What follows belongs to an exercise in optimizing a design on an open flow for small area and a short achievable clock period; a production flow would make more cautious choices.

Design plastic_neuron, start of the top module:
module plastic_neuron (
    input wire clk,
    input wire rst,
    input wire [15:0] input_signal,
    input wire [15:0] feedback_error,
    input wire enable_learning,
    output wire [31:0] output_signal
);
  reg [15:0] weight;
  wire learn = enable_learning & (|input_signal) & (|feedback_error);
  always @(posedge clk or posedge rst) begin
    if (rst) weight <= 16'd1000;
    else if (learn) weight <= weight + 16'd10;
  end
  wire one0 = weight[0] ^ 1'b0;
  wire two0 = (weight[1] & ~weight[0] & ~1'b0) | (~weight[1] & weight[0] & 1'b0);
  wire neg0 = weight[1];
  wire one1 = weight[2] ^ weight[1];
  wire two1 = (weight[3] & ~weight[2] & ~weight[1]) | (~weight[3] & weight[2] & weight[1]);
  wire neg1 = weight[3];
  wire one2 = weight[4] ^ weight[3];
  wire two2 = (weight[5] & ~weight[4] & ~weight[3]) | (~weight[5] & weight[4] & weight[3]);
  wire neg2 = weight[5];
  wire one3 = weight[6] ^ weight[5];
  wire two3 = (weight[7] & ~weight[6] & ~weight[5]) | (~weight[7] & weight[6] & weight[5]);
  wire neg3 = weight[7];
  wire one4 = weight[8] ^ weight[7];
  wire two4 = (weight[9] & ~weight[8] & ~weight[7]) | (~weight[9] & weight[8] & weight[7]);
  wire neg4 = weight[9];
  wire one5 = weight[10] ^ weight[9];
  wire two5 = (weight[11] & ~weight[10] & ~weight[9]) | (~weight[11] & weight[10] & weight[9]);
  wire neg5 = weight[11];
  wire one6 = weight[12] ^ weight[11];
  wire two6 = (weight[13] & ~weight[12] & ~weight[11]) | (~weight[13] & weight[12] & weight[11]);
  wire neg6 = weight[13];
  wire one7 = weight[14] ^ weight[13];
  ...
Size: roughly 850 cells after synthesis, ~67 I/O pins, ~8500 sq um of cells after synthesis.
Settings: LEC_CHECK=0, CAP_MARGIN=5, CORE_MARGIN=2, CORE_UTILIZATION=40, SETUP_SLACK_MARGIN=3.0, SLEW_MARGIN=5, SYNTH_HIERARCHICAL=1, TNS_END_PERCENT=10; clock period 7.0 ns.
standard.sh (not shown) runs the stock make flow with config.mk's settings and CLKGATE_MAP_FILE= SYNTH_SCRIPT=/design/flow/synth_recipe.tcl, a recipe that flattens the netlist after the stock synthesis.
==> flow/flow/run.sh <==
#!/bin/bash
# Layout flow: the standard flow (standard.sh) with the standard
# synthesis unchanged, and two changes to how the layout is made:
#  - the I/O port buffers are plain buf_2 cells (which repair_timing can
#    size) instead of the delay buffers buffer_ports picks on its own;
#  - clock tree synthesis builds from clkbuf_8 cells and adds no dummy loads.
# Each step logs to its own file in this folder.
set -euo pipefail
bash standard.sh synth > synth.log 2>&1
bash standard.sh BUFFER_PORTS_ARGS="-buffer_cell sky130_fd_sc_hd__buf_2" \
  CTS_ARGS="-sink_clustering_enable -repair_clock_nets -dont_use_dummy_load -buf_list sky130_fd_sc_hd__clkbuf_8" \
  finish > layout.log 2>&1
Change:
==> flow/flow/run.sh (replaced) <==
#!/bin/bash
# Layout flow: the standard flow (standard.sh) with the standard
# synthesis unchanged; the I/O port buffers are plain buf_2 cells (sizeable
# by repair_timing) instead of the delay buffers buffer_ports picks, and an
# area-recovery pass runs after global routing. Each step logs to its own
# file in this folder.
set -euo pipefail
bash standard.sh synth > synth.log 2>&1
bash standard.sh BUFFER_PORTS_ARGS="-buffer_cell sky130_fd_sc_hd__buf_2" \
  POST_GLOBAL_ROUTE_TCL="$PWD/flow/post_grt.tcl" finish > layout.log 2>&1
==> flow/flow/post_grt.tcl (new file) <==
# Area recovery after global routing, keeping the setup margin the flow
# repaired to.
report_tns
report_wns
repair_timing -recover_power 100 -setup_margin 3.0 -verbose
report_tns
report_wns
CAP_MARGIN = 20   (was 5)
SLEW_MARGIN = 20   (was 5)
TNS_END_PERCENT = default   (was 10)
With this change the flow completed, yet does not pass: max-capacitance violations, max-slew violations.
Core utilization hardly moves.
Wire length rose by 1.1%.
Global-route usage hardly moves.
Non-clock buffer count fell by 10.
Clock-buffer cell count rose by 1.
Area after synthesis is unchanged.
Flip-flop and latch count does not change.
Worst setup slack got worse by 1.2 ns.
Change:
==> flow/flow/run.sh (replaced) <==
#!/bin/bash
# Layout flow: the standard flow (standard.sh) with the standard
# synthesis unchanged, and two changes to how the layout is made:
#  - the I/O port buffers are plain buf_2 cells (which repair_timing can
#    size) instead of the delay buffers buffer_ports picks on its own;
#  - clock tree synthesis builds from clkbuf_8 cells and adds no dummy loads.
# Each step logs to its own file in this folder.
set -euo pipefail
bash standard.sh synth > synth.log 2>&1
bash standard.sh BUFFER_PORTS_ARGS="-buffer_cell sky130_fd_sc_hd__buf_2" \
  CTS_ARGS="-sink_clustering_enable -repair_clock_nets -dont_use_dummy_load -buf_list sky130_fd_sc_hd__clkbuf_8" \
  finish > layout.log 2>&1
CAP_MARGIN = 5   (was 20)
CORE_UTILIZATION = 50   (was 40)
SLEW_MARGIN = 5   (was 20)
removed: flow/flow/post_grt.tcl
Result: With this change the flow completed with no timing, DRC or antenna violations; utilization came out higher by 11 points; flip-flop and latch count is unchanged; cell count came out lower by a few percent; area after synthesis is unchanged; final area barely changes; worst hold slack improves by 0.0085 ns; sequential share of layout area is about the same; first-iteration DRC count came out lower by a few percent; critical path depth is unchanged.
Change:
==> flow/flow/run.sh (replaced) <==
#!/bin/bash
# Layout flow: the standard flow (standard.sh), with the standard
# synthesis unchanged, and the I/O port buffers made from the plain buffer
# family (buf_N) instead of the delay-buffer cells buffer_ports picks on its
# own, so that repair_timing can size them. Each step's output goes to its
# own log in this folder.
set -euo pipefail
bash standard.sh synth > synth.log 2>&1
bash standard.sh BUFFER_PORTS_ARGS="-buffer_cell sky130_fd_sc_hd__buf_2" finish > layout.log 2>&1
CORE_UTILIZATION = 40   (was 50)
=> Non-clock buffer count fell by 11. Via count fell slightly. Worst setup slack gets better by 0.072 ns. First-iteration DRC count rose by about a fifth. Register-to-register slack gets better by 0.06 ns.
Function was not checked in any run of this note: the RTL went through the layout flow alone.

what the ideal ports hide:
No port has a modelled driver above. Below, the same layouts with a new extraction and two added sets of constraints.
Step 1, drivers: a clkbuf_16 drives clk and a buf_2 each remaining input, both assumed.
Step 2 moves the port delays by t, midway between the first and last clock arrival at a register: inputs arrive t later, outputs are due t later. That takes back most of the time a late clock gives input paths.
Three values: ideal ports, drivers, drivers and shift; two values: the first two.
| run | t (ns) | slack for setup (ns) | worst hold slack (ns) | worst setup path after step 2 |
|---|---|---|---|---|
| the first run | 0.399 | 3.148 / 3.110 / 2.769 | 0.529 / 0.529 / 0.529 | input to register |
| the second run | 0.389 | 1.965 / 1.966 / 1.966 | 0.528 / 0.528 / 0.528 | register to register |
| the third run | 0.412 | 3.073 / 3.069 / 2.671 | 0.536 / 0.536 / 0.536 | input to register |
| the fourth run | 0.397 | 3.145 / 3.099 / 2.800 | 0.526 / 0.526 / 0.526 | input to register |
The setup slack of the third run, which loses most, moves by -0.004 ns with the drivers and by -0.402 ns with both steps.
